What follows belongs to an exercise in optimizing a design on an open flow for small area, a short achievable clock period and few clock cycles per item; a production flow would make more cautious choices.
RTL that was checked went through simulation tests only; none was proved equivalent to the original.
Function not checked in runs 3 to 5: the RTL went through the layout flow alone.
Power figures rest on the tool's default switching activity, not on a simulated workload.

==> design/flow/design.v <==
module SQRTLOG #(parameter NBITS = 20, M = 10, N = 10)
              (input logic clock, reset,
               input logic [1:0] op,
               input logic [NBITS-1:0] data_in,
               output logic done,
               output logic [NBITS-1:0] data_out);
  logic [16:0] w;
  logic [9:0]  f;
  logic [4:0]  ext;
  logic [16:0] r;
  assign f   = w[9:0];
  assign ext = w[14:10];
  assign r   = w;
  logic [1:0]  pr;      
  logic [1:0]  opr;     
  logic [3:0]  cnt;     
  logic [19:0] n16, n8, n4, n2, n1;
  logic [4:0]  lz;
  always_comb begin
    lz[4] = ~|data_in[19:4];
    n16   = lz[4] ? {data_in[3:0], 16'd0} : data_in;
    lz[3] = ~|n16[19:12];
    n8    = lz[3] ? {n16[11:0], 8'd0} : n16;
    lz[2] = ~|n8[19:16];
    n4    = lz[2] ? {n8[15:0], 4'd0} : n8;
    lz[1] = ~|n4[19:18];
    n2    = lz[1] ? {n4[17:0], 2'd0} : n4;
    lz[0] = ~n2[19];
    n1    = lz[0] ? {n2[18:0], 1'b0} : n2;
  end
  logic [9:0] f0;
  assign f0 = n1[18:9];                         
  logic [4:0] lzp;
  always_comb begin
    lzp = 5'd31;
    for (int i = 0; i < 20; i++)
      if (data_in[i]) lzp = 5'(19 - i);
  end
  logic [24:0] a0;
  logic [13:0] t308, t710;
  logic [14:0] te;
  always_comb begin
    case (lzp)
      5'd0: begin te = 15'h0009; t308 = 14'h0ad4; t710 = 14'h18f6; end
      5'd1: begin te = 15'h0008; t308 = 14'h09a0; t710 = 14'h1630; end
      5'd2: begin te = 15'h0007; t308 = 14'h086c; t710 = 14'h136a; end
      5'd3: begin te = 15'h0006; t308 = 14'h0738; t710 = 14'h10a4; end
      5'd4: begin te = 15'h0005; t308 = 14'h0604; t710 = 14'h0dde; end
      5'd5: begin te = 15'h0004; t308 = 14'h04d0; t710 = 14'h0b18; end
      5'd6: begin te = 15'h0003; t308 = 14'h039c; t710 = 14'h0852; end
      5'd7: begin te = 15'h0002; t308 = 14'h0268; t710 = 14'h058c; end
      5'd8: begin te = 15'h0001; t308 = 14'h0134; t710 = 14'h02c6; end
      5'd9: begin te = 15'h0000; t308 = 14'h0000; t710 = 14'h0000; end
      5'd10: begin te = 15'h7fff; t308 = 14'h3ecc; t710 = 14'h3d3a; end
      5'd11: begin te = 15'h7ffe; t308 = 14'h3d98; t710 = 14'h3a74; end
      5'd12: begin te = 15'h7ffd; t308 = 14'h3c64; t710 = 14'h37ae; end
      5'd13: begin te = 15'h7ffc; t308 = 14'h3b30; t710 = 14'h34e8; end
      5'd14: begin te = 15'h7ffb; t308 = 14'h39fc; t710 = 14'h3222; end
      5'd15: begin te = 15'h7ffa; t308 = 14'h38c8; t710 = 14'h2f5c; end
      5'd16: begin te = 15'h7ff9; t308 = 14'h3794; t710 = 14'h2c96; end
      5'd17: begin te = 15'h7ff8; t308 = 14'h3660; t710 = 14'h29d0; end
      5'd18: begin te = 15'h7ff7; t308 = 14'h352c; t710 = 14'h270a; end
      5'd19: begin te = 15'h7ff6; t308 = 14'h33f8; t710 = 14'h2444; end
      default: begin te = 'x; t308 = 'x; t710 = 'x; end
    endcase
    case (op)
      2'd2:    a0 = {{11{t308[13]}}, t308};
      2'd3:    a0 = {{11{t710[13]}}, t710};
      default: a0 = {te, 10'd0};
    endcase
  end
  logic [3:0]  top4;
  logic [1:0]  pr0;
  logic [3:0]  cnt_sq0;
  logic [16:0] r0;
  logic [19:0] q0;
  logic        nz;
  assign top4    = n2[19:16];
  assign pr0     = n2[15:14];
  assign cnt_sq0 = 4'd12 - {1'b0, lz[4:2], lz[1]};
  assign nz      = |n2[19:18];
  logic [4:0] rq;
  always_comb begin
    case (top4)
      4'd0: rq = 5'bxxxxx;
      4'd1: rq = 5'bxxxxx;
      4'd2: rq = 5'bxxxxx;
      4'd3: rq = 5'bxxxxx;
      4'd4: rq = 5'd0;
      4'd5: rq = 5'd2;
      4'd6: rq = 5'd4;
      4'd7: rq = 5'd6;
      4'd8: rq = 5'd8;
      4'd9: rq = 5'd1;
      4'd10: rq = 5'd3;
      4'd11: rq = 5'd5;
      4'd12: rq = 5'd7;
      4'd13: rq = 5'd9;
      4'd14: rq = 5'd11;
      4'd15: rq = 5'd13;
    endcase
    r0 = nz ? {13'd0, rq[4:1]} : 17'd0;
    q0 = nz ? {18'd0, 1'b1, rq[0]} : 20'd0;
  end
  logic [16:0] rn;
  logic        qb;
  assign rn = {r[14:0], pr} + {data_out[14:0] ^ {15{~r[16]}}, 2'b11};
  assign qb = ~rn[16];
  logic [1:0] prn;
  always_comb begin
    prn = 2'b00;
    for (int j = 5; j < 15; j++)
      if (cnt == 4'(j + 1)) prn = data_in[2*j-9 -: 2];
  end
  logic        b, b0;
  logic [11:0] s;
  logic [9:0]  fn;
  assign b  = f >= 10'd425;
  assign b0 = b ? (f >= 10'd699) : (f >= 10'd195);
  sqstep u_sq (.f(f), .s(s));
  assign fn = b ? {s[11], s[9:1]} : s[9:0];
  logic [9:0] kk;
  logic       k10;
  assign kk  = (opr == 2'd2) ? 10'd308 : (opr == 2'd3) ? 10'd710 : 10'd0;
  assign k10 = (opr == 2'd1);
  function automatic logic [24:0] addk(input logic [24:0] a);
    logic [10:0] c;
    logic        ci;
    logic [24:0] y;
    c[0] = 1'b0;
    for (int i = 0; i < 10; i++) begin
      y[i]   = a[i] ^ kk[i] ^ c[i];
      c[i+1] = kk[i] ? (a[i] | c[i]) : (a[i] & c[i]);
    end
    ci = c[10] | k10;
    for (int i = 10; i < 25; i++)
      y[i] = a[i] ^ (ci & (&(a[24:10] | (15'h7fff << (i - 10)))));
    addk = y;
  endfunction
  logic [24:0] a2, an, a4, af;
  assign a2 = {ext[3:0], data_out, 1'b0};
  assign an = b ? addk(a2) : a2;
  assign a4 = {an[23:0], 1'b0};
  assign af = b0 ? addk(a4) : a4;
  always_ff @(posedge clock) begin
    if (reset) begin
      done <= (op != 2'd0) && (f0 == 10'd0);
      pr   <= pr0;
      opr  <= op;
      if (op == 2'd0) begin
        w        <= r0;
        data_out <= q0;
        cnt      <= cnt_sq0;
      end else begin
        w        <= {2'b00, a0[24:20], f0};
        data_out <= a0[19:0];
        cnt      <= 4'd8;
      end
    end else begin
      cnt <= cnt - 4'd1;
      pr  <= prn;
      if (opr == 2'd0)
        w <= rn;
      else
        w <= {2'b00, an[24:20], fn};
      if (!done) begin
        if (cnt == 4'd0) done <= 1'b1;
        if (opr == 2'd0)
          data_out <= {data_out[18:0], qb};
        else if (cnt == 4'd0)
          data_out <= {{5{af[24]}}, af[24:10]};
        else
          data_out <= an[19:0];
      end
    end
  end
endmodule
module sqstep (input logic [9:0] f, output logic [11:0] s);
  logic t1;
  logic t2;
  logic t3;
  logic t4;
  logic t5;
  logic t6;
  logic t7;
  logic t8;
  logic t9;
  logic t10;
  logic t11;
  logic t12;
  logic t13;
  logic t14;
  logic t15;
  logic t16;
  logic t17;
  logic t18;
  logic t19;
  logic t20;
  logic t21;
  logic t22;
  logic t23;
  logic t24;
  logic t25;
  logic t26;
  logic t27;
  logic t28;
  logic t29;
  logic t30;
  logic t31;
  logic t32;
  logic t33;
  logic t34;
  logic t35;
  logic t36;
  logic t37;
  logic t38;
  logic t39;
  logic t40;
  logic t41;
  logic t42;
  logic t43;
  logic t44;
  logic t45;
  logic t46;
  logic t47;
  logic t48;
  logic t49;
  logic t50;
  logic t51;
  logic t52;
  logic t53;
  logic t54;
  logic t55;
  logic t56;
  logic t57;
  logic t58;
  logic t59;
  logic t60;
  logic t61;
  logic t62;
  logic t63;
  logic t64;
  logic t65;
  logic t66;
  logic t67;
  logic t68;
  logic t69;
  logic t70;
  logic t71;
  logic t72;
  assign t1 = (f[0] & f[7]) ^ (f[1] & f[6]);
  assign t2 = (f[0] & f[7]) & (f[1] & f[6]);
  assign t3 = (f[0] & f[8]) ^ (f[1] & f[7]);
  assign t4 = (f[0] & f[8]) & (f[1] & f[7]);
  assign t5 = (f[0] & f[9]) ^ (f[1] & f[8]) ^ (f[2] & f[7]);
  assign t6 = ((f[0] & f[9]) & (f[1] & f[8])) | ((f[0] & f[9]) & (f[2] & f[7])) | ((f[1] & f[8]) & (f[2] & f[7]));
  assign t7 = (f[3] & f[6]) ^ (f[4] & f[5]);
  assign t8 = (f[3] & f[6]) & (f[4] & f[5]);
  assign t9 = f[0] ^ (f[1] & f[9]) ^ (f[2] & f[8]);
  assign t10 = (f[0] & (f[1] & f[9])) | (f[0] & (f[2] & f[8])) | ((f[1] & f[9]) & (f[2] & f[8]));
  assign t11 = (f[3] & f[7]) ^ (f[4] & f[6]);
  assign t12 = (f[3] & f[7]) & (f[4] & f[6]);
  assign t13 = f[1] ^ (f[2] & f[9]) ^ (f[3] & f[8]);
  assign t14 = (f[1] & (f[2] & f[9])) | (f[1] & (f[3] & f[8])) | ((f[2] & f[9]) & (f[3] & f[8]));
  assign t15 = (f[4] & f[7]) ^ (f[5] & f[6]) ^ f[6];
  assign t16 = ((f[4] & f[7]) & (f[5] & f[6])) | ((f[4] & f[7]) & f[6]) | ((f[5] & f[6]) & f[6]);
  assign t17 = f[2] ^ (f[3] & f[9]) ^ (f[4] & f[8]);
  assign t18 = (f[2] & (f[3] & f[9])) | (f[2] & (f[4] & f[8])) | ((f[3] & f[9]) & (f[4] & f[8]));
  assign t19 = f[3] ^ (f[4] & f[9]) ^ (f[5] & f[8]);
  assign t20 = (f[3] & (f[4] & f[9])) | (f[3] & (f[5] & f[8])) | ((f[4] & f[9]) & (f[5] & f[8]));
  assign t21 = (f[0] & f[5]) ^ (f[1] & f[4]);
  assign t22 = (f[0] & f[5]) & (f[1] & f[4]);
  assign t23 = (f[0] & f[6]) ^ (f[1] & f[5]);
  assign t24 = (f[0] & f[6]) & (f[1] & f[5]);
  assign t25 = t1 ^ (f[2] & f[5]) ^ (f[3] & f[4]);
  assign t26 = (t1 & (f[2] & f[5])) | (t1 & (f[3] & f[4])) | ((f[2] & f[5]) & (f[3] & f[4]));
  assign t27 = t3 ^ (f[2] & f[6]) ^ (f[3] & f[5]);
  assign t28 = (t3 & (f[2] & f[6])) | (t3 & (f[3] & f[5])) | ((f[2] & f[6]) & (f[3] & f[5]));
  assign t29 = t5 ^ t7 ^ f[5];
  assign t30 = (t5 & t7) | (t5 & f[5]) | (t7 & f[5]);
  assign t31 = t9 ^ t11 ^ t6;
  assign t32 = (t9 & t11) | (t9 & t6) | (t11 & t6);
  assign t33 = t13 ^ t15 ^ t10;
  assign t34 = (t13 & t15) | (t13 & t10) | (t15 & t10);
  assign t35 = t17 ^ (f[5] & f[7]) ^ t14;
  assign t36 = (t17 & (f[5] & f[7])) | (t17 & t14) | ((f[5] & f[7]) & t14);
  assign t37 = t19 ^ (f[6] & f[7]) ^ f[7];
  assign t38 = (t19 & (f[6] & f[7])) | (t19 & f[7]) | ((f[6] & f[7]) & f[7]);
  assign t39 = f[4] ^ (f[5] & f[9]) ^ (f[6] & f[8]);
  assign t40 = (f[4] & (f[5] & f[9])) | (f[4] & (f[6] & f[8])) | ((f[5] & f[9]) & (f[6] & f[8]));
  assign t41 = f[5] ^ (f[6] & f[9]) ^ (f[7] & f[8]);
  assign t42 = (f[5] & (f[6] & f[9])) | (f[5] & (f[7] & f[8])) | ((f[6] & f[9]) & (f[7] & f[8]));
  assign t43 = (f[0] & f[3]) ^ (f[1] & f[2]);
  assign t44 = (f[0] & f[3]) & (f[1] & f[2]);
  assign t45 = (f[0] & f[4]) ^ (f[1] & f[3]);
  assign t46 = (f[0] & f[4]) & (f[1] & f[3]);
  assign t47 = t21 ^ (f[2] & f[3]) ^ f[3];
  assign t48 = (t21 & (f[2] & f[3])) | (t21 & f[3]) | ((f[2] & f[3]) & f[3]);
  assign t49 = t23 ^ (f[2] & f[4]) ^ t22;
  assign t50 = (t23 & (f[2] & f[4])) | (t23 & t22) | ((f[2] & f[4]) & t22);
  assign t51 = t25 ^ f[4] ^ t24;
  assign t52 = (t25 & f[4]) | (t25 & t24) | (f[4] & t24);
  assign t53 = t27 ^ t2 ^ t26;
  assign t54 = (t27 & t2) | (t27 & t26) | (t2 & t26);
  assign t55 = t29 ^ t4 ^ t28;
  assign t56 = (t29 & t4) | (t29 & t28) | (t4 & t28);
  assign t57 = t31 ^ t8 ^ t30;
  assign t58 = (t31 & t8) | (t31 & t30) | (t8 & t30);
  assign t59 = t33 ^ t12 ^ t32;
  assign t60 = (t33 & t12) | (t33 & t32) | (t12 & t32);
  assign t61 = t35 ^ t16 ^ t34;
  assign t62 = (t35 & t16) | (t35 & t34) | (t16 & t34);
  assign t63 = t37 ^ t18 ^ t36;
  assign t64 = (t37 & t18) | (t37 & t36) | (t18 & t36);
  assign t65 = t39 ^ t20 ^ t38;
  assign t66 = (t39 & t20) | (t39 & t38) | (t20 & t38);
  assign t67 = t41 ^ f[8] ^ t40;
  assign t68 = (t41 & f[8]) | (t41 & t40) | (f[8] & t40);
  assign t69 = f[6] ^ (f[7] & f[9]) ^ t42;
  assign t70 = (f[6] & (f[7] & f[9])) | (f[6] & t42) | ((f[7] & f[9]) & t42);
  assign t71 = f[7] ^ (f[8] & f[9]) ^ f[9];
  assign t72 = (f[7] & (f[8] & f[9])) | (f[7] & f[9]) | ((f[8] & f[9]) & f[9]);
  logic [20:0] ra, rb;
  logic [21:0] sum;
  assign ra = {f[9], f[8], t71, t69, t67, t65, t63, t61, t59, t57, t55, t53, t51, t49, t47, t45, t43, (f[0] & f[2]), (f[0] & f[1]), 1'b0, f[0]};
  assign rb = {1'b0, t72, t70, t68, t66, t64, t62, t60, t58, t56, t54, t52, t50, t48, t46, t44, f[2], 1'b0, f[1], 1'b0, 1'b0};
  assign sum = ra + rb;
  assign s = sum[21:10];
endmodule
==> design/flow/run.sh <==
#!/bin/bash
# synth_recipe.tcl (not shown) runs the flow's synth.tcl, then flattens the netlist and writes it again
# the make line also repeats each setting of config.mk as NAME=value (left out here)
make -C /OpenROAD-flow-scripts/flow DESIGN_CONFIG=/design/flow/config.mk WORK_HOME=/design/flow/orfs CLKGATE_MAP_FILE= SYNTH_SCRIPT=/design/flow/synth_recipe.tcl finish
==> design/flow/config.mk <==
export PLATFORM = sky130hd
export DESIGN_NAME = SQRTLOG
export DESIGN_NICKNAME = SQRTLOG
export VERILOG_FILES = /design/flow/design.v
export SDC_FILE = /design/flow/constraint.sdc
export NUM_CORES = 4
export LEC_CHECK = 0
export CAP_MARGIN = 20
export CORE_MARGIN = 2
export CORE_UTILIZATION = 40
export SETUP_SLACK_MARGIN = 3.4
export SLEW_MARGIN = 20
==> design/flow/constraint.sdc <==
create_clock -name core_clock -period 8.0 [get_ports {clock}]
set_input_delay 1.6000 -clock core_clock [delete_from_list [all_inputs] [get_ports {clock}]]
set_output_delay 1.6000 -clock core_clock [all_outputs]
set_load 0.01 [all_outputs]
==> run summary, run 1 <==
* Die height at 148 um
* Hold-fix buffers at CTS at 0
* Area grow syn2layout at 13.2%
* Maximum clock path buffer count at 2
* Hold Startpoint: done
* Reg-to-Reg Start: w[1]
* Rel. slew slack at between 20% and 30%
* Final worst path period share at 55.8%
* IO Port Bufs at between 40 and 50
* Mapped Cells at 1,142
* Ys async rst share at 0%
* WS Path Type: in2reg
* Top-area cell type share of the netlist area at under 10%
* Initial Util at 40.9%
* CTS tree: yes
* DPL Wire Length at roughly 19,000 um
* Initial antenna violation count at 0
* Setup ws final at between 3 and 4 ns
* Largest net degree at the start of global routing at 40
* EDFF count, synth at 22
* Total routed wirelength at 26,900 um
* Total track usage at about a quarter
* CTS Buf Count at 5
* IO Count at 45
* Post-synth top flop: dfxtp_1
* GPL Wtd Cong at a little over 0.9
* Maximum vdd drop at approximately 270 uV
* Fraction of layout cells with a size suffix above 1 at between 10 and 15%
* GRT Residual Overflow at 0
* Hold Crit Class: reg2reg
* First-pass GRT wire length at about 43,000 um
* Worst skew pair latency at 0.29 ns
* DRC at 0
* Hold Violations, Final at 0
* WL/cell at 18.9 um
* Setup Skew at between 0.004 and 0.005 ns
* Crit path required time at 8.18 ns
* Row count at 52
* Core area at 20,400 sq um
* Reg-to-reg critical path endpoint: w[6]
* Warnings, synthesis at 1
* Setup TNS at 0 ns
* Synth cell count leaders: a21oi_1 (112), nand2_1 (106), nor2_1 (98)
* Max H-tree Level at 2
* Router iterations before antenna repair at 5
* Worst Setup EP: w[1]
* Yosys cell types at 95
* Setup violators final at 0
* Critical path startpoint category: input pin
* R2R depth at 17
* Arr. time, crit path at 4.64 ns
* Ranking of synthesized cells by area: ha_1 (9.6%), edfxtp_1 (7.9%), a21oi_1 (6.7%), fa_1 (5.8%), dfxtp_1 (5.5%)
* Vias/cell at just over 6
* Unrepaired setup endpoints after global routing: no
* Vias at roughly 8,700
* Worst Path Max Fanout at 13
* Post-synth top area cell: ha_1
* Vias in the first global route at roughly 8,000
* Crit path launch: data_in[8]
* LEAKAGE at between 3 and 4 nW
* Antenna Nets Post-Route at 0
* Pins Over Slew Limit at 0
* Syn Area/Cell at ~7.3 sq um
* Status: timing/DRC/antenna clean
* CTS root buffer: clkbuf_16
* # diodes at 0
* Nets at 1,262
* R2r setup slk at between 3 and 4 ns
* Final Critical Period at 4.46 ns
* Syn_nets at approximately 1,300
* Setup Slack @ Placement at between 1.5 and 2 ns
* Fmax at 224 MHz
* Die area at about 22,000 sq um
* Seq/Total Area, Yosys at between 10% and 20%
* Die width at around 150 um
* Crit end category: flop
* Power Dens Cells at 445 nW/um^2
* Reg clk slew, reported paths at 0.07 ns
* Initial DRC count at about 740
* Power consumption at 4.20 mW
* Register bit total from synthesis at 45
* Num Clock Sinks at 45
* Worst Tran Pin Value at approximately 1.1 ns
* Synthesized area at ~8300 sq um
* Max-Cap Viols at 0
* Most frequent cell after synthesis: a21oi_1
[flip-flops by register name, indices dropped and copies added, names as in the netlist]
signal / cells
done: 1
opr: 2
pr: 2
cnt: 4
data_out: 20
w: 16
[critical path, cell delays in order]
cell,delay (ns)
clkbuf_2,0.19
or4_4,0.62
or2_1,0.27
or2_4,0.31
and3_1,0.18
a21oi_1,0.17
mux2i_1,0.13
o21a_2,0.26
ha_1,0.28
nand2_1,0.05
o211ai_1,0.13
a21oi_1,0.10
or3_1,0.33
[where the power goes]
group / switching (mW) / internal, mW
combinational: 1.87 / 1.54
clock: 0.0923 / 0.133
sequential: 0.219 / 0.347
total: 2.18 / 2.02
[metal layers]
layer	GRT usage, %	part of all wire, %	vias up
li1	-	-	4164
met1	34.3	45	4109
met5	0	0	-
met4	6.24	2.2	0
met3	3.80	8.4	44
met2	38.5	45	373
[worst min path at each step]
stage | endpoint | slack [ns] | cells after the start
after floorplan | cnt[0] | 0.49 | 1
after global placement | done | 0.55 | 2
after detailed placement | done | 0.55 | 2
after CTS | done | 0.56 | 2
after global routing | done | 0.59 | 2
final | done | 0.57 | 2
[metrics by stage]
stage | area, sq um | utilization (%) | hold slack (ns) | cells
after floorplan | 8340 | - | 0.495 | 1142
after global placement | 8690 | 42.7 | 0.551 | 1363
after detailed placement | 8690 | 42.7 | 0.550 | 1363
after CTS | 9130 | 44.8 | 0.562 | 1391
after global routing | 9430 | 46.3 | 0.586 | 1421
final | 9430 | 46.3 | 0.566 | 1421
[layout make-up]
cell class / instances / area, sq um
Fill cell: 2026 / 10900
Multi-Input combinational cell: 942 / 6730
Sequential cell: 45 / 1150
Timing Repair Buffer: 104 / 853
Tap cell: 270 / 338
Inverter: 52 / 204
Clock buffer: 7 / 153
Clock inverter: 1 / 5.00
[cell families (layout without fill, tap and decap cells)]
kind of cell,after synthesis,after routing,synth area share [%]
AO/OA/AOI/OAI,376,377,29.1
XOR/XNOR,59,59,6.20
adder cells (fa/ha/maj),88,88,15.4
buffers and inverters,156,164,8.59
flip-flops,45,45,13.5
multiplexers,25,25,3.06
AND/OR/NAND/NOR,393,393,24.2
[cell usage in the layout, fill, tap and decap left out, types with 17 or more instances in the layout]
master	n
mux2i_1	21
inv_1	48
xnor2_1	41
fa_1	24
nor3_1	32
o21ai_1	17
o211ai_1	17
nand3_1	22
xor2_1	18
o21ai_0	79
buf_4	57
nor2_1	97
edfxtp_1	22
nand2_1	105
and2_1	36
a21oi_1	106
ha_1	59
a31oi_1	17
clkdlybuf4s50_1	25
[repair_timing]
item / CTS / global route
endpoints found under the setup margin: 39 / 28
gates resized for setup: 56 / 51
setup buffers: 19 / 29
pin swaps: 8 / 10
gates cloned: 1 / 1
Testbench counts, summed over its fixed seeds: cycles 17,952, ops 1,920.
==> inputs of run 2 (changes only) <==
--- a/design/flow/config.mk
+++ b/design/flow/config.mk
@@ -8,5 +8,5 @@
 export CAP_MARGIN = 20
 export CORE_MARGIN = 2
 export CORE_UTILIZATION = 40
-export SETUP_SLACK_MARGIN = 3.4
+export SETUP_SLACK_MARGIN = 3.6
 export SLEW_MARGIN = 20
==> run summary, run 2 <==
* Status: timing/DRC/antenna clean
* Largest delay share family, worst path: compound AO/OA/AOI/OAI gates
* Ranking of synthesized cells by area: ha_1 (9.6%), edfxtp_1 (7.9%), a21oi_1 (6.7%), fa_1 (5.8%), dfxtp_1 (5.5%)
* IO Port Bufs at 44
* Rel. slew slack at 29.0%
* Final worst path period share at a little over half
* Warnings, synthesis at 1
* Fmax at about 230 MHz
* Router iterations before antenna repair at 6
* CP max stage cell: fa_1
* Initial Util at around 41%
* EDFF count, synth at 22
* Ys async rst share at 0%
* Multi-input logic area at about 7000 sq um
* Hold Crit Class: reg2reg
* Vias at just under 9,000
* Arr. time, crit path at between 4 and 5 ns
* Syn Area/Cell at ~7.3 sq um
* Yosys cell types at 95
* Largest regs: data_out: 20 flops, w: 16 flops, cnt: 4 flops
* Final Critical Period at between 4 and 5 ns
* Die area at ~22,000 sq um
* Maximum vdd drop at roughly 330 uV
* LEAKAGE at between 3 and 4 nW
* Power Dens Cells at approximately 450 nW/um^2
* Setup TNS at 0 ns
* Die width at 148 um
* Fraction of layout cells with a size suffix above 1 at between 10% and 20%
* Synthesized area at approximately 8300 sq um
* IO Count at 45
* CTS tree: yes
* Post-synth top flop: dfxtp_1
* Reg clk slew, reported paths at 0.06 ns
* Max FFs per register at 20
* Row count at between 50 and 60
* Core area at about 20,000 sq um
* Cell Area, Placed at 8730 sq um
* Setup Skew at between 0.004 and 0.005 ns
* Largest net degree at the start of global routing at 40
* Area grow syn2layout at 14.4%
* M2 GR Usage at between 30% and 40%
* Hold Violations, Final at 0
* Vias in the first global route at 7,941
* Initial antenna violation count at 0
* First-pass GRT wire length at between 40,000 and 50,000 um
* Power consumption at between 4 and 5 mW
* Setup violators final at 0
* Num Clock Sinks at 45
* Mapped Cells at 1,142
* Largest reg by FF count: data_out
* Unrepaired setup endpoints after global routing: yes
* Worst Tran Pin Value at 1.06 ns
* Crit path required time at a little over 8 ns
* # diodes at 0
* Worst skew pair latency at 0.29 ns
* GPL Wtd Cong at between 0.9 and 1
* Maximum clock path buffer count at 2
* Max-Cap Viols at 0
* DPL Wire Length at ~19,000 um
* Utilization after layout at 46.8%
* Nets at between 1,000 and 1,500
* Post-synth top area cell: ha_1
* Sequential Area at 1150 sq um
* Max H-tree Level at 2
* Crit end category: flop
* Critical path startpoint category: flop
* Seq/Total Area, Yosys at between 10% and 20%
* Commonest non-fill, non-tap cell in the layout: nand2_1
* Antenna Nets Post-Route at 0
* Register bit total from synthesis at 45
* Worst Path Max Fanout at 7
* Synth cell count leaders: a21oi_1 (112), nand2_1 (106), nor2_1 (98)
* WL/cell at 19.1 um
* Total track usage at about a quarter
* Vias/cell at a little over 6
* GRT Max-Usage Layer: met2
* CTS root buffer: clkbuf_16
* Met3 usage at a little under 3%
* Most frequent cells in the layout: nand2_1 (105), a21oi_1 (104), nor2_1 (96)
* Largest stage delay, worst path at approximately 0.51 ns
* Die height at roughly 150 um
* CP Cell Sequence: and2_4 > ha_4 > inv_2 > fa_1 > fa_1 > inv_2 > ha_4 > a2111oi_4 > a21oi_2 > o41a_1 > a211oi_2 > nor2b_1 > or3_4 > a21oi_2 > nor3_2 > a221o_1
* CTS Buf Count at 5
* DRC at 0
* Syn_nets at 1,254
* Top-area cell type share of the netlist area at around 9.6%
* WS Path Type: reg2reg
* Total routed wirelength at around 27,000 um
* Initial DRC count at a little under 900
* Hold WS at just under 0.6 ns
* Buf+Inv Stages, Crit Path at 2
* GRT Residual Overflow at 0
* Pins Over Slew Limit at 0
* Most frequent cell after synthesis: a21oi_1
* # fillers at roughly 2,000
* Design Area, Final at around 9500 sq um
* GRT met1 Usage at 35.2%
-- run 2: stage by stage --
stage / setup WS (ns) / instances
floorplan: 3.59 / 1142
global placement: 2.12 / 1363
detailed placement: 2.04 / 1363
CTS: 3.61 / 1397
global route: 3.50 / 1429
finish: 3.67 / 1429
-- run 2: per-layer routing --
metal	wire length (um)	part of all wire, %
met5	0	0
met4	629	2.3
met1	12300	45
met3	2220	8.2
met2	12100	44
-- run 2: cell type report --
cell class | count | area share, %
Multi-Input combinational cell | 942 | 71.4
Clock buffer | 7 | 1.60
Clock inverter | 1 | 0.0525
Tap cell | 270 | 3.54
Inverter | 52 | 2.14
Timing Repair Buffer | 112 | 9.12
Sequential cell | 45 | 12.1
-- run 2: cell families after synthesis --
kind of cell | Yosys count | share of synthesized area, %
AO/OA/AOI/OAI | 376 | 29.1
XOR/XNOR | 59 | 6.20
adder cells (fa/ha/maj) | 88 | 15.4
buffers and inverters | 156 | 8.59
flip-flops | 45 | 13.5
multiplexers | 25 | 3.06
AND/OR/NAND/NOR | 393 | 24.2
-- run 2: worst paths after layout --
path	from	endpoint	slack [ns]	cells past startpoint
max reg2reg	w[0]	w[6]	3.67	16
max	w[0]	w[6]	3.67	16
min reg2reg	done	done	0.58	2
min	done	done	0.58	2
-- run 2: tightest hold or removal path, delay by kind of cell, from the launching register on --
kind             cells  cell delay, ns
AO/OA/AOI/OAI        1            0.06
flip-flops           1            0.35
AND/OR/NAND/NOR      1            0.12
-- run 2: power by group --
group          internal (mW)  switching, mW
Clock                  0.133         0.0928
Sequential             0.347          0.227
Combinational           1.62           1.91
-- run 2: timing repair --
item,in CTS,in global routing
pin swaps,14,31
setup buffers,24,32
endpoints found under the setup margin,39,31
hold buffers,0,0
gates cloned,2,0
gates resized for setup,87,77
==> inputs of run 3 (changes only) <==
--- a/design/flow/design.v
+++ b/design/flow/design.v
@@ -119,29 +119,25 @@
   assign b0 = b ? (f >= 10'd699) : (f >= 10'd195);
   sqstep u_sq (.f(f), .s(s));
   assign fn = b ? {s[11], s[9:1]} : s[9:0];
-  logic [9:0] kk;
-  logic       k10;
-  assign kk  = (opr == 2'd2) ? 10'd308 : (opr == 2'd3) ? 10'd710 : 10'd0;
-  assign k10 = (opr == 2'd1);
-  function automatic logic [24:0] addk(input logic [24:0] a);
-    logic [10:0] c;
-    logic        ci;
-    logic [24:0] y;
-    c[0] = 1'b0;
-    for (int i = 0; i < 10; i++) begin
-      y[i]   = a[i] ^ kk[i] ^ c[i];
-      c[i+1] = kk[i] ? (a[i] | c[i]) : (a[i] & c[i]);
-    end
-    ci = c[10] | k10;
-    for (int i = 10; i < 25; i++)
-      y[i] = a[i] ^ (ci & (&(a[24:10] | (15'h7fff << (i - 10)))));
-    addk = y;
-  endfunction
-  logic [24:0] a2, an, a4, af;
-  assign a2 = {ext[3:0], data_out, 1'b0};
-  assign an = b ? addk(a2) : a2;
-  assign a4 = {an[23:0], 1'b0};
-  assign af = b0 ? addk(a4) : a4;
+  logic [1:0]  m;
+  logic [11:0] mk;
+  logic [24:0] ax, an;
+  logic [12:0] lo;
+  assign m = (cnt == 4'd0) ? {b, b0} : {1'b0, b};
+  always_comb begin
+    case (opr)
+      2'd2:    mk = 12'(m * 10'd308);
+      2'd3:    mk = 12'(m * 10'd710);
+      default: mk = {m, 10'd0};
+    endcase
+  end
+  assign ax = (cnt == 4'd0) ? {ext[2:0], data_out, 2'b00} : {ext[3:0], data_out, 1'b0};
+  assign lo = {1'b0, ax[11:0]} + {1'b0, mk};
+  always_comb begin
+    an[11:0] = lo[11:0];
+    for (int i = 12; i < 25; i++)
+      an[i] = ax[i] ^ (lo[12] & (&(ax[24:12] | (13'h1fff << (i - 12)))));
+  end
   always_ff @(posedge clock) begin
     if (reset) begin
       done <= (op != 2'd0) && (f0 == 10'd0);
@@ -168,7 +164,7 @@
         if (opr == 2'd0)
           data_out <= {data_out[18:0], qb};
         else if (cnt == 4'd0)
-          data_out <= {{5{af[24]}}, af[24:10]};
+          data_out <= {{5{an[24]}}, an[24:10]};
         else
           data_out <= an[19:0];
       end
--- a/design/flow/config.mk
+++ b/design/flow/config.mk
@@ -8,5 +8,5 @@
 export CAP_MARGIN = 20
 export CORE_MARGIN = 2
 export CORE_UTILIZATION = 40
-export SETUP_SLACK_MARGIN = 3.6
+export SETUP_SLACK_MARGIN = 3.5
 export SLEW_MARGIN = 20
==> run summary, run 3 <==
* Max H-tree Level at 2
* Hold Crit Class: reg2reg
* CTS Buf Count at 5
* Adder-cell share of the synthesized area at between 10% and 20%
* Vias in the first global route at around 8,200
* Antenna Nets Post-Route at 0
* # fillers at 2,009
* Core area at 20,200 sq um
* Reg clk slew, reported paths at approximately 0.06 ns
* Final std cells w/o fill at between 1,000 and 1,500
* Hold Violations, Final at 0
* Most frequent cell after synthesis: nand2_1
* Die width at around 150 um
* Post-synthesis mux area share at under 10%
* Largest regs: data_out: 20 flops, w: 16 flops, cnt: 4 flops
* Syn_nets at roughly 1,200
* Critical path startpoint category: input pin
* Largest family of logic cells by synthesized area: compound AO/OA/AOI/OAI gates
* Post-Synth Simple-Gate Area at 23.2%
* Compound-Gate Fraction of Synth Area at between 30% and 40%
* Worst Tran Pin Value at ~1.0 ns
* First-pass GRT wire length at 44,000 um
* Top-area cell type share of the netlist area at roughly 11%
* Cells after DPL at about 1,400
* CTS root buffer: clkbuf_16
* Fraction of layout cells with a size suffix above 1 at about 17%
* DRC at 0
* Setup Skew at 0.00788 ns
* Setup TNS at 0 ns
* IO Port Bufs at 44
* Ys async rst share at 0%
* Nets at ~1,300
* Buf+Inv Stages, Crit Path at 2
* Mapped Cells at ~1,100
* Maximum clock path buffer count at 2
* Yosys cell types at between 80 and 90
* Vias at 8,833
* Hold Path Sink: cnt[0]
* Maximum vdd drop at 287 uV
* Worst skew pair latency at ~0.3 ns
* Worst Hold Path Cells at 1
* CP max stage cell: clkdlybuf4s50_1
* Max FFs per register at 20
* WS Path Type: in2reg
* IO Count at 45
* CP Cell Sequence: clkdlybuf4s50_1 > a21oi_1 > o31ai_2 > o21a_2 > nor2_4 > buf_6 > ha_2 > a211oi_1 > a31o_2 > o41ai_1 > o32ai_1
* Vias/cell at 6.09
* Warnings, synthesis at 1
* Seq/Total Area, Yosys at about 14%
* Total routed wirelength at 28,400 um
* Xor/xnor share of the synthesized area at 6.37%
* Row count at between 50 and 60
* Arr. time, crit path at roughly 4.4 ns
* Largest stage delay, worst path at approximately 0.7 ns
* Fmax at ~230 MHz
* Pins Over Slew Limit at 0
* Die area at ~22,000 sq um
* Area grow syn2layout at 20.8%
* Largest net degree at the start of global routing at 46
* Post-synth top area cell: ha_1
* Initial Util at between 40% and 50%
* R2R depth at 23
* R2r setup slk at ~3.6 ns
* Largest reg by FF count: data_out
* Most frequent cells in the layout: nand2_1 (133), a21oi_1 (88), nor2_1 (82)
* Power Dens Cells at slightly below 500 nW/um^2
* Crit path required time at about 8 ns
* Final Critical Period at between 4 and 5 ns
* Reg-to-reg critical path endpoint: data_out[6]
* Crit end category: flop
* Worst Path Max Fanout at 11
* Rel. slew slack at 29.9%
* Die height at approximately 150 um
* Status: timing/DRC/antenna clean
* Setup violators final at 0
* Router iterations before antenna repair at 6
* Hold-fix buffers at CTS at 0
* Design Area, Final at approximately 10000 sq um
* # diodes at 0
* Initial antenna violation count at 0
* Post-synth top flop: dfxtp_1
* Ranking of synthesized cells by area: ha_1 (11%), edfxtp_1 (8.0%), nand2_1 (6.2%), fa_1 (6.1%), a21oi_1 (5.7%)
* LEAKAGE at about 4.1 nW
* Synth cell count leaders: nand2_1 (137), a21oi_1 (94), nor2_1 (84)
* Largest delay share family, worst path: compound AO/OA/AOI/OAI gates
* Num Clock Sinks at between 40 and 50
* Commonest non-fill, non-tap cell in the layout: nand2_1
* Unrepaired setup endpoints after global routing: yes
* Register bit total from synthesis at 45
* Hold Startpoint: cnt[0]
* Syn Area/Cell at between 7 and 8 sq um
* Synthesized area at slightly above 8000 sq um
* GRT Residual Overflow at 0
* Total track usage at 25.0%
* WL/cell at slightly below 20 um
* Cell Area, Placed at ~9000 sq um
* Reg-to-Reg Start: w[2]
* GPL Wtd Cong at 0.987
* Max-Cap Viols at 0
* CTS tree: yes
* Initial DRC count at ~900
* DPL Wire Length at 19,700 um
* EDFF count, synth at 22
* Final worst path period share at 55.0%
[run 3: cell count changes in the layout (fill, tap and decap cells not counted), moves of 9 or more]
cell / delta
inv_1: +11
and2_1: +9
a21oi_1: -16
a21o_1: +10
o21ai_0: -13
nor3_1: -10
mux2i_1: -9
buf_2: -10
ha_1: +9
nand3_1: -10
nor2_1: -14
dlygate4sd2_1: +9
a211oi_1: +11
nand2_1: +28
[run 3: power breakdown]
| part | switching [mW] | internal, mW |
|---|---|---|
| Combinational | 2.23 | 1.91 |
| Sequential | 0.211 | 0.351 |
| Clock | 0.0955 | 0.123 |
| Total | 2.53 | 2.39 |
[run 3: cell families (layout without fill, tap and decap cells)]
| group | count (synthesis) | after routing |
|---|---|---|
| buf+inv | 128 | 190 |
| compound gates | 379 | 380 |
| fa+ha+maj | 99 | 99 |
| xor+xnor | 60 | 60 |
| mux | 19 | 19 |
| flops | 45 | 45 |
| simple gates | 387 | 387 |
[run 3: metal layers]
layer / vias to the layer above / share of wire (%) / global-route usage [%]
met5: - / 0 / 0
met4: 0 / 2.0 / 5.72
met3: 56 / 7.3 / 3.21
met2: 404 / 47 / 41.4
met1: 4179 / 44 / 34.8
li1: 4194 / - / -
[run 3: timing repair]
item                                    in CTS  in global routing
buffers inserted                            27                 38
gates cloned                                 2                  2
endpoints found under the setup margin      36                 36
resized for setup                           67                 70
pin swaps                                   12                 40
[run 3: layout make-up]
class	instances	area (sq um)	area share, %
clock inverter	2	8.76	0.0879
sequential	45	1150	11.5
inverter	62	249	2.50
timing repair buffer	119	1070	10.7
clock buffer	6	139	1.39
tap	270	338	3.39
multi-input combinational	945	7010	70.3
timing repair inverter	1	5.00	0.0503
[run 3: metrics by stage]
stage / setup slack, ns / utilization [%] / total power, mW / hold WS, ns
2_1_floorplan: 3.55 / - / 3.25 / 0.495
3_3_place_gp: 2.52 / 43.5 / 4.07 / 0.539
3_5_place_dp: 2.31 / 43.5 / 4.08 / 0.541
4_1_cts: 3.50 / 46.3 / 4.47 / 0.552
5_1_grt: 3.43 / 49.2 / 5.43 / 0.600
6_report: 3.60 / 49.2 / 4.92 / 0.548
[run 3: worst max path at each step]
stage / start / end / slack, ns / cells past startpoint
6_report: data_in[10] / data_out[9] / 3.60 / 11
5_1_grt: w[2] / data_out[3] / 3.43 / 23
3_3_place_gp: w[3] / data_out[7] / 2.52 / 20
4_1_cts: data_in[10] / data_out[8] / 3.50 / 12
3_5_place_dp: w[3] / data_out[7] / 2.31 / 20
2_1_floorplan: data_in[5] / data_out[8] / 3.55 / 14
==> inputs of run 4 (changes only) <==
--- a/design/flow/config.mk
+++ b/design/flow/config.mk
@@ -8,5 +8,5 @@
 export CAP_MARGIN = 20
 export CORE_MARGIN = 2
 export CORE_UTILIZATION = 40
-export SETUP_SLACK_MARGIN = 3.5
+export SETUP_SLACK_MARGIN = 3.3
 export SLEW_MARGIN = 20
==> run summary, run 4 <==
* Final worst path period share at between 50% and 60%
* Initial Util at 40.7%
* Worst Path Max Fanout at 6
* Arr. time, crit path at 4.75 ns
* Initial DRC count at ~660
* Vias in the first global route at around 7,900
* Max FFs per register at 20
* Status: timing/DRC/antenna clean
* CTS root buffer: clkbuf_16
* Mapped Cells at between 1,000 and 1,500
* CP Cell Sequence: clkdlybuf4s50_1 > or4_4 > buf_4 > a211oi_4 > a22oi_2 > mux2i_1 > mux2_2 > inv_2 > ha_1 > a21oi_1 > a21oi_1 > a31oi_1
* GPL Wtd Cong at 0.955
* Area grow syn2layout at 15.1%
* Hold Violations, Final at 0
* Post-synth top flop: dfxtp_1
* Num Clock Sinks at 45
* R2r setup slk at about 3.5 ns
* WS Path Type: in2reg
* Utilization after layout at 46.9%
* Largest delay share family, worst path: compound AO/OA/AOI/OAI gates
* Die height at 148 um
* Setup TNS at 0 ns
* Total track usage at between 20% and 30%
* Largest net degree at the start of global routing at 46
* Warnings, synthesis at 1
* Router iterations before antenna repair at 7
* Ys async rst share at 0%
* CTS Buf Count at 5
* WL/cell at between 15 and 20 um
* Hold Crit Class: reg2reg
* Crit path top cell by count: a21oi_1
* Top-area cell type share of the netlist area at between 10% and 20%
* Worst Tran Pin Value at 1.03 ns
* Largest stage delay, worst path at 0.64 ns
* Setup violators final at 0
* Seq/Total Area, Yosys at 13.6%
* Setup Skew at about 0.010 ns
* CTS tree: yes
* Fmax at around 220 MHz
* LEAKAGE at 3.97 nW
* Maximum clock path buffer count at 2
* First-pass GRT wire length at roughly 43,000 um
* Final Critical Period at approximately 4.6 ns
* Max H-tree Level at 2
* Rel. slew slack at between 30% and 40%
* Buf+Inv Stages, Crit Path at 3
* Row count at 52
* EDFF count, synth at 22
* Syn_nets at 1,240
* Syn Area/Cell at approximately 7.4 sq um
* Die area at 21,800 sq um
* Reg clk slew, reported paths at about 0.070 ns
* Commonest non-fill, non-tap cell in the layout: nand2_1
* Largest reg by FF count: data_out
* Power Dens Cells at 481 nW/um^2
* IO Count at 45
* Nets at 1,266
* Ranking of synthesized cells by area: ha_1 (11%), edfxtp_1 (8.0%), nand2_1 (6.2%), fa_1 (6.1%), a21oi_1 (5.7%)
* Max-Cap Viols at 0
* Total routed wirelength at ~27,000 um
* Synthesized area at a little over 8000 sq um
* Initial antenna violation count at 1
* Most frequent cells in the layout: nand2_1 (135), a21oi_1 (91), nor2_1 (82)
* Yosys cell types at 85
* Pins Over Slew Limit at 0
* Post-synth top area cell: ha_1
* Synth cell count leaders: nand2_1 (137), a21oi_1 (94), nor2_1 (84)
* # diodes at 0
* Die width at 148 um
* Most frequent cell after synthesis: nand2_1
* DRC at 0
* CP max stage cell: or4_4
* GRT Residual Overflow at 0
* Maximum vdd drop at between 200 and 300 uV
* IO Port Bufs at 44
* Register bit total from synthesis at 45
* Vias at 8,529
* Worst skew pair latency at ~0.3 ns
* DPL Wire Length at 19,700 um
* Unrepaired setup endpoints after global routing: yes
* Core area at a little over 20,000 sq um
* Largest regs: data_out: 20 flops, w: 16 flops, cnt: 4 flops
* Critical path startpoint category: input pin
* Crit path required time at a little over 8 ns
* Crit end category: flop
* Fraction of layout cells with a size suffix above 1 at 11.3%
* Vias/cell at around 6.0
* Antenna Nets Post-Route at 0
[run 4: kinds of logic (layout without fill, tap and decap cells)]
logic type / Yosys count / in the layout / synth area share (%)
AOI/OAI and AO/OA: 379 / 380 / 30.6
xor gates and xnor gates: 60 / 60 / 6.37
adders and majority gates: 99 / 99 / 17.3
buffers and inverters: 128 / 153 / 6.28
DFF: 45 / 45 / 13.6
muxes: 19 / 19 / 2.70
and+or+nand+nor: 387 / 388 / 23.2
[run 4: final timing paths]
check / startpoint / to / depth (start not counted)
worst max-delay path: data_in[13] / data_out[0] / 12
worst min-delay path: cnt[0] / cnt[0] / 1
worst max register to register: w[3] / data_out[3] / 24
worst min register to register: cnt[0] / cnt[0] / 1
[run 4: repair_timing]
item	in CTS	in global routing
pin swaps	5	12
gates cloned	3	3
hold buffers	0	0
resized for setup	29	43
setup buffers	14	14
setup endpoints to repair	32	34
hold endpoints to repair	0	0
[run 4: per-layer routing]
metal	vias up	share of wire, %	global-route usage (%)
met2	330	45	39.3
li1	4141	-	-
met5	-	0.037	0
met1	4003	45	33.6
met4	2	2.3	5.87
met3	53	7.2	4.07
[run 4: stage by stage]
stage | hold WS [ns] | setup slack [ns] | instance area [sq um] | std cells | power (mW)
finish | 0.557 | 3.41 | 9490 | 1414 | 4.56
global route | 0.588 | 3.24 | 9490 | 1414 | 5.04
CTS | 0.564 | 3.32 | 9210 | 1397 | 4.45
detailed placement | 0.554 | 2.22 | 8790 | 1372 | 4.10
global placement | 0.561 | 2.37 | 8790 | 1372 | 4.07
floorplan | 0.495 | 3.47 | 8240 | 1117 | 3.25
[run 4: layout make-up]
cell class | count | area (sq um)
repair buffers | 81 | 763
inverters | 62 | 248
well taps | 270 | 338
fillers | 2069 | 10700
repair inverters | 2 | 10.0
clock buffers | 5 | 125
flip-flops and latches | 45 | 1140
multi-input cells | 946 | 6800
clock inverters | 3 | 65.1
[run 4: report_power, final]
part           internal (mW)  switching, mW
Clock                  0.179         0.0948
Combinational           1.66           2.04
Sequential             0.346          0.243
==> inputs of run 5 (changes only) <==
--- a/design/flow/design.v
+++ b/design/flow/design.v
@@ -69,38 +69,94 @@
       default: a0 = {te, 10'd0};
     endcase
   end
-  logic [3:0]  top4;
+  logic [23:0] dx;
+  logic [5:0]  top6;
   logic [1:0]  pr0;
   logic [3:0]  cnt_sq0;
   logic [16:0] r0;
   logic [19:0] q0;
   logic        nz;
-  assign top4    = n2[19:16];
-  assign pr0     = n2[15:14];
-  assign cnt_sq0 = 4'd12 - {1'b0, lz[4:2], lz[1]};
-  assign nz      = |n2[19:18];
-  logic [4:0] rq;
+  assign dx = {data_in, 4'b0000};               
   always_comb begin
-    case (top4)
-      4'd0: rq = 5'bxxxxx;
-      4'd1: rq = 5'bxxxxx;
-      4'd2: rq = 5'bxxxxx;
-      4'd3: rq = 5'bxxxxx;
-      4'd4: rq = 5'd0;
-      4'd5: rq = 5'd2;
-      4'd6: rq = 5'd4;
-      4'd7: rq = 5'd6;
-      4'd8: rq = 5'd8;
-      4'd9: rq = 5'd1;
-      4'd10: rq = 5'd3;
-      4'd11: rq = 5'd5;
-      4'd12: rq = 5'd7;
-      4'd13: rq = 5'd9;
-      4'd14: rq = 5'd11;
-      4'd15: rq = 5'd13;
+    top6 = '0; pr0 = '0; cnt_sq0 = 4'd2;
+    for (int k = 0; k < 10; k++)
+      if (data_in[2*k+1 -: 2] != 2'b00) begin
+        top6    = dx[2*k+5 -: 6];
+        pr0     = (k >= 3) ? dx[2*k-1 -: 2] : 2'b00;
+        cnt_sq0 = 4'(2 + k);
+      end
+  end
+  assign nz = |data_in;
+  logic [5:0] rq;
+  always_comb begin
+    case (top6)
+      6'd0: rq = 6'bxxxxxx;
+      6'd1: rq = 6'bxxxxxx;
+      6'd2: rq = 6'bxxxxxx;
+      6'd3: rq = 6'bxxxxxx;
+      6'd4: rq = 6'bxxxxxx;
+      6'd5: rq = 6'bxxxxxx;
+      6'd6: rq = 6'bxxxxxx;
+      6'd7: rq = 6'bxxxxxx;
+      6'd8: rq = 6'bxxxxxx;
+      6'd9: rq = 6'bxxxxxx;
+      6'd10: rq = 6'bxxxxxx;
+      6'd11: rq = 6'bxxxxxx;
+      6'd12: rq = 6'bxxxxxx;
+      6'd13: rq = 6'bxxxxxx;
+      6'd14: rq = 6'bxxxxxx;
+      6'd15: rq = 6'bxxxxxx;
+      6'd16: rq = 6'd0;
+      6'd17: rq = 6'd4;
+      6'd18: rq = 6'd8;
+      6'd19: rq = 6'd12;
+      6'd20: rq = 6'd16;
+      6'd21: rq = 6'd20;
+      6'd22: rq = 6'd24;
+      6'd23: rq = 6'd28;
+      6'd24: rq = 6'd32;
+      6'd25: rq = 6'd1;
+      6'd26: rq = 6'd5;
+      6'd27: rq = 6'd9;
+      6'd28: rq = 6'd13;
+      6'd29: rq = 6'd17;
+      6'd30: rq = 6'd21;
+      6'd31: rq = 6'd25;
+      6'd32: rq = 6'd29;
+      6'd33: rq = 6'd33;
+      6'd34: rq = 6'd37;
+      6'd35: rq = 6'd41;
+      6'd36: rq = 6'd2;
+      6'd37: rq = 6'd6;
+      6'd38: rq = 6'd10;
+      6'd39: rq = 6'd14;
+      6'd40: rq = 6'd18;
+      6'd41: rq = 6'd22;
+      6'd42: rq = 6'd26;
+      6'd43: rq = 6'd30;
+      6'd44: rq = 6'd34;
+      6'd45: rq = 6'd38;
+      6'd46: rq = 6'd42;
+      6'd47: rq = 6'd46;
+      6'd48: rq = 6'd50;
+      6'd49: rq = 6'd3;
+      6'd50: rq = 6'd7;
+      6'd51: rq = 6'd11;
+      6'd52: rq = 6'd15;
+      6'd53: rq = 6'd19;
+      6'd54: rq = 6'd23;
+      6'd55: rq = 6'd27;
+      6'd56: rq = 6'd31;
+      6'd57: rq = 6'd35;
+      6'd58: rq = 6'd39;
+      6'd59: rq = 6'd43;
+      6'd60: rq = 6'd47;
+      6'd61: rq = 6'd51;
+      6'd62: rq = 6'd55;
+      6'd63: rq = 6'd59;
     endcase
-    r0 = nz ? {13'd0, rq[4:1]} : 17'd0;
-    q0 = nz ? {18'd0, 1'b1, rq[0]} : 20'd0;
+    r0 = nz ? {13'd0, rq[5:2]} : 17'd0;
+    q0 = nz ? {17'd0, 1'b1, rq[1:0]} : 20'd0;
   end
   logic [16:0] rn;
   logic        qb;
@@ -119,25 +175,29 @@
   assign b0 = b ? (f >= 10'd699) : (f >= 10'd195);
   sqstep u_sq (.f(f), .s(s));
   assign fn = b ? {s[11], s[9:1]} : s[9:0];
-  logic [1:0]  m;
-  logic [11:0] mk;
-  logic [24:0] ax, an;
-  logic [12:0] lo;
-  assign m = (cnt == 4'd0) ? {b, b0} : {1'b0, b};
-  always_comb begin
-    case (opr)
-      2'd2:    mk = 12'(m * 10'd308);
-      2'd3:    mk = 12'(m * 10'd710);
-      default: mk = {m, 10'd0};
-    endcase
-  end
-  assign ax = (cnt == 4'd0) ? {ext[2:0], data_out, 2'b00} : {ext[3:0], data_out, 1'b0};
-  assign lo = {1'b0, ax[11:0]} + {1'b0, mk};
-  always_comb begin
-    an[11:0] = lo[11:0];
-    for (int i = 12; i < 25; i++)
-      an[i] = ax[i] ^ (lo[12] & (&(ax[24:12] | (13'h1fff << (i - 12)))));
-  end
+  logic [9:0] kk;
+  logic       k10;
+  assign kk  = (opr == 2'd2) ? 10'd308 : (opr == 2'd3) ? 10'd710 : 10'd0;
+  assign k10 = (opr == 2'd1);
+  function automatic logic [24:0] addk(input logic [24:0] a);
+    logic [10:0] c;
+    logic        ci;
+    logic [24:0] y;
+    c[0] = 1'b0;
+    for (int i = 0; i < 10; i++) begin
+      y[i]   = a[i] ^ kk[i] ^ c[i];
+      c[i+1] = kk[i] ? (a[i] | c[i]) : (a[i] & c[i]);
+    end
+    ci = c[10] | k10;
+    for (int i = 10; i < 25; i++)
+      y[i] = a[i] ^ (ci & (&(a[24:10] | (15'h7fff << (i - 10)))));
+    addk = y;
+  endfunction
+  logic [24:0] a2, an, a4, af;
+  assign a2 = {ext[3:0], data_out, 1'b0};
+  assign an = b ? addk(a2) : a2;
+  assign a4 = {an[23:0], 1'b0};
+  assign af = b0 ? addk(a4) : a4;
   always_ff @(posedge clock) begin
     if (reset) begin
       done <= (op != 2'd0) && (f0 == 10'd0);
@@ -164,7 +224,7 @@
         if (opr == 2'd0)
           data_out <= {data_out[18:0], qb};
         else if (cnt == 4'd0)
-          data_out <= {{5{an[24]}}, an[24:10]};
+          data_out <= {{5{af[24]}}, af[24:10]};
         else
           data_out <= an[19:0];
       end
@@ -317,9 +377,12 @@
   assign t71 = f[7] ^ (f[8] & f[9]) ^ f[9];
   assign t72 = (f[7] & (f[8] & f[9])) | (f[7] & f[9]) | ((f[8] & f[9]) & f[9]);
   logic [20:0] ra, rb;
-  logic [21:0] sum;
   assign ra = {f[9], f[8], t71, t69, t67, t65, t63, t61, t59, t57, t55, t53, t51, t49, t47, t45, t43, (f[0] & f[2]), (f[0] & f[1]), 1'b0, f[0]};
   assign rb = {1'b0, t72, t70, t68, t66, t64, t62, t60, t58, t56, t54, t52, t50, t48, t46, t44, f[2], 1'b0, f[1], 1'b0, 1'b0};
-  assign sum = ra + rb;
-  assign s = sum[21:10];
+  logic [10:0] lo;
+  logic [11:0] hi0, hi1;
+  assign lo  = {1'b0, ra[9:0]} + {1'b0, rb[9:0]};
+  assign hi0 = {1'b0, ra[20:10]} + {1'b0, rb[20:10]};
+  assign hi1 = {1'b0, ra[20:10]} + {1'b0, rb[20:10]} + 12'd1;
+  assign s   = lo[10] ? hi1 : hi0;
 endmodule
--- a/design/flow/config.mk
+++ b/design/flow/config.mk
@@ -8,5 +8,5 @@
 export CAP_MARGIN = 20
 export CORE_MARGIN = 2
 export CORE_UTILIZATION = 40
-export SETUP_SLACK_MARGIN = 3.3
+export SETUP_SLACK_MARGIN = 3.5
 export SLEW_MARGIN = 20
==> run summary, run 5 <==
* Worst Tran Pin Value at 0.964 ns
* Commonest non-fill, non-tap cell in the layout: nor2_1
* Hold Violations, Final at 0
* Setup violators final at 0
* Design Area, Final at 9910 sq um
* First-pass GRT wire length at 46,000 um
* Router iterations before antenna repair at 5
* Nets at between 1,000 and 1,500
* Initial DRC count at about 750
* Seq/Total Area, Yosys at roughly an eighth
* GPL Wtd Cong at 0.924
* IO Port Bufs at 44
* Die width at about 150 um
* Setup Slack @ Placement at between 2 and 2.5 ns
* Core area at between 20,000 and 25,000 sq um
* Die area at 23,100 sq um
* Syn Area/Cell at between 7 and 8 sq um
* Largest regs: data_out: 20 flops, w: 16 flops, cnt: 4 flops
* CTS tree: yes
* Mapped Cells at 1,207
* Maximum clock path buffer count at 2
* Cell Area, Placed at ~9000 sq um
* Post-synth top area cell: ha_1
* Fmax at between 200 and 250 MHz
* Vias at slightly above 9,000
* Setup TNS at 0 ns
* GRT Residual Overflow at 0
* Yosys cell types at just over 80
* Max-Cap Viols at 0
* Final worst path period share at 55.3%
* Largest net degree at the start of global routing at 32
* Final Critical Period at about 4.4 ns
* Hold Crit Class: reg2reg
* Ranking of synthesized cells by area: ha_1 (9.3%), edfxtp_1 (7.5%), xnor2_1 (6.0%), fa_1 (5.7%), dfxtp_1 (5.2%)
* Arr. time, crit path at about 4.6 ns
* Top-area cell type share of the netlist area at 9.27%
* Post-synth top flop: dfxtp_1
* Antenna Nets Post-Route at 0
* Area grow syn2layout at 12.9%
* Setup ws final at around 3.6 ns
* Max H-tree Level at 2
* Maximum vdd drop at 418 uV
* Most frequent cell after synthesis: nor2_1
* CTS root buffer: clkbuf_16
* Total routed wirelength at a little under 30,000 um
* # diodes at 0
* Setup Skew at roughly 0.011 ns
* Reg clk slew, reported paths at ~0.070 ns
* Status: timing/DRC/antenna clean
* LEAKAGE at a little under 4 nW
* # fillers at approximately 2,200
* Row count at 54
* Pins Over Slew Limit at 0
* Synthesized area at around 8800 sq um
* DRC at 0
* Worst skew pair latency at 0.31 ns
* Initial Util at 40.5%
* Crit end category: flop
* Vias/cell at between 6 and 7
* Vias in the first global route at 8,403
* Num Clock Sinks at 45
* Max FFs per register at 20
* Critical path startpoint category: flop
* EDFF count, synth at 22
* WL/cell at 19.4 um
* Most frequent cells in the layout: nor2_1 (109), nand2_1 (95), a21oi_1 (82)
* Rel. slew slack at 35.6%
* DPL Wire Length at just over 20,000 um
* WS Path Type: reg2reg
* Fraction of layout cells with a size suffix above 1 at between 10% and 20%
* Power Dens Cells at 512 nW/um^2
* Syn_nets at about 1,300
* Ys async rst share at 0%
* Die height at roughly 150 um
* Initial antenna violation count at 0
* Power consumption at roughly 5 mW
* IO Count at between 40 and 50
* Crit path required time at 8.19 ns
* Warnings, synthesis at 1
* Register bit total from synthesis at 45
* CTS Buf Count at 5
* Total track usage at roughly a quarter
* Worst Path Max Fanout at 3
* Unrepaired setup endpoints after global routing: yes
* Synth cell count leaders: nor2_1 (116), nand2_1 (98), a21oi_1 (85)
* Largest reg by FF count: data_out
run 5: report_power, final:
part / leakage (nW) / internal, mW / total, mW / switching, mW
clock network: 0.0645 / 0.115 / 0.212 / 0.0972
logic: 3.43 / 1.97 / 4.28 / 2.31
registers: 0.446 / 0.355 / 0.576 / 0.221
run 5: final timing paths:
| check | start | endpoint | slack, ns | cells after the start |
|---|---|---|---|---|
| max reg2reg | w[7] | w[9] | 3.57 | 16 |
| min reg2reg | cnt[0] | cnt[0] | 0.55 | 1 |
| min | cnt[0] | cnt[0] | 0.55 | 1 |
| max | w[7] | w[9] | 3.57 | 16 |
run 5: critical path, stage by stage, from the launching register on:
cell and delay [ns]:
dfxtp_4 0.37, and2_1 0.17, fa_1 0.49, fa_1 0.52
fa_2 0.45, ha_2 0.20, fa_2 0.34, a21o_1 0.17
a21oi_2 0.15, o21bai_1 0.10, a2111o_1 0.45, nand2_2 0.09
xnor2_2 0.12, nand4_1 0.18, xor2_2 0.24, a211oi_2 0.20
a21oi_1 0.08
run 5: cell families after synthesis:
family	Yosys count	share of synthesized area [%]
xor+xnor	78	7.79
buf+inv	167	8.13
fa+ha+maj	91	15.1
flops	45	12.8
simple gates	431	24.4
compound gates	364	28.0
mux	31	3.74
run 5: cell type report:
type	count	area [sq um]	share of cell area, %
clock buffers	6	129	1.30
repair buffers	101	820	8.27
repair inverters	1	7.51	0.0758
clock inverters	2	11.3	0.114
inverters	58	233	2.35
multi-input cells	995	7200	72.7
flip-flops and latches	45	1160	11.7
well taps	280	350	3.54
run 5: metal layers:
| layer | part of all wire (%) | wire length, um | global-route usage (%) |
|---|---|---|---|
| met5 | 0 | 0 | 0 |
| met1 | 44 | 12600 | 33.0 |
| met2 | 46 | 13200 | 39.1 |
| met3 | 7.1 | 2040 | 3.37 |
| met4 | 3.8 | 1090 | 8.95 |
run 5: what timing repair did:
item | 4_1_cts | 5_1_grt
setup buffers | 19 | 24
setup endpoints to repair | 37 | 29
hold buffers | 0 | 0
gates resized for setup | 72 | 53
pin swaps | 9 | 17
cloned | 2 | 0
hold endpoints to repair | 0 | 0
run 5: through the flow:
stage	cells	hold slack (ns)	util [%]
global route	1488	0.590	45.7
detailed placement	1435	0.532	42.5
finish	1488	0.550	45.7
CTS	1464	0.547	44.5
global placement	1435	0.539	42.5
floorplan	1207	0.495	-

[separate check: timing with driven ports]
How much do the figures lean on ideal ports? The routed layouts below were timed once more, with nothing changed but the port constraints. Step 1 sets driving cells, clkbuf_16 on the clock port and buf_2 on the other inputs (assumed; they add their load-dependent delay and slew). Step 2 moves the port delays by t, midway between the first and last clock arrival at a register: inputs arrive t later, outputs are due t later. That takes back most of the time a late clock gives input paths. Slacks: no drivers / after step 1 / after step 2; pairs: no drivers / after step 1.
run | t, ns | setup slack, ns | latest minus earliest clock arrival (ns)
run 1 | 0.325 | 3.537 / 3.551 / 3.226 | 0.005 / 0.004
run 2 | 0.332 | 3.670 / 3.670 / 3.416 | 0.004 / 0.005
run 3 | 0.340 | 3.602 / 3.620 / 3.280 | 0.008 / 0.008
run 4 | 0.335 | 3.406 / 3.425 / 3.091 | 0.011 / 0.011
run 5 | 0.342 | 3.575 / 3.575 / 3.332 | 0.011 / 0.011
After both steps every run listed still meets setup and hold. For run 3, which loses most, drivers alone change the setup slack by +0.018 ns; drivers and shift together by -0.322 ns.
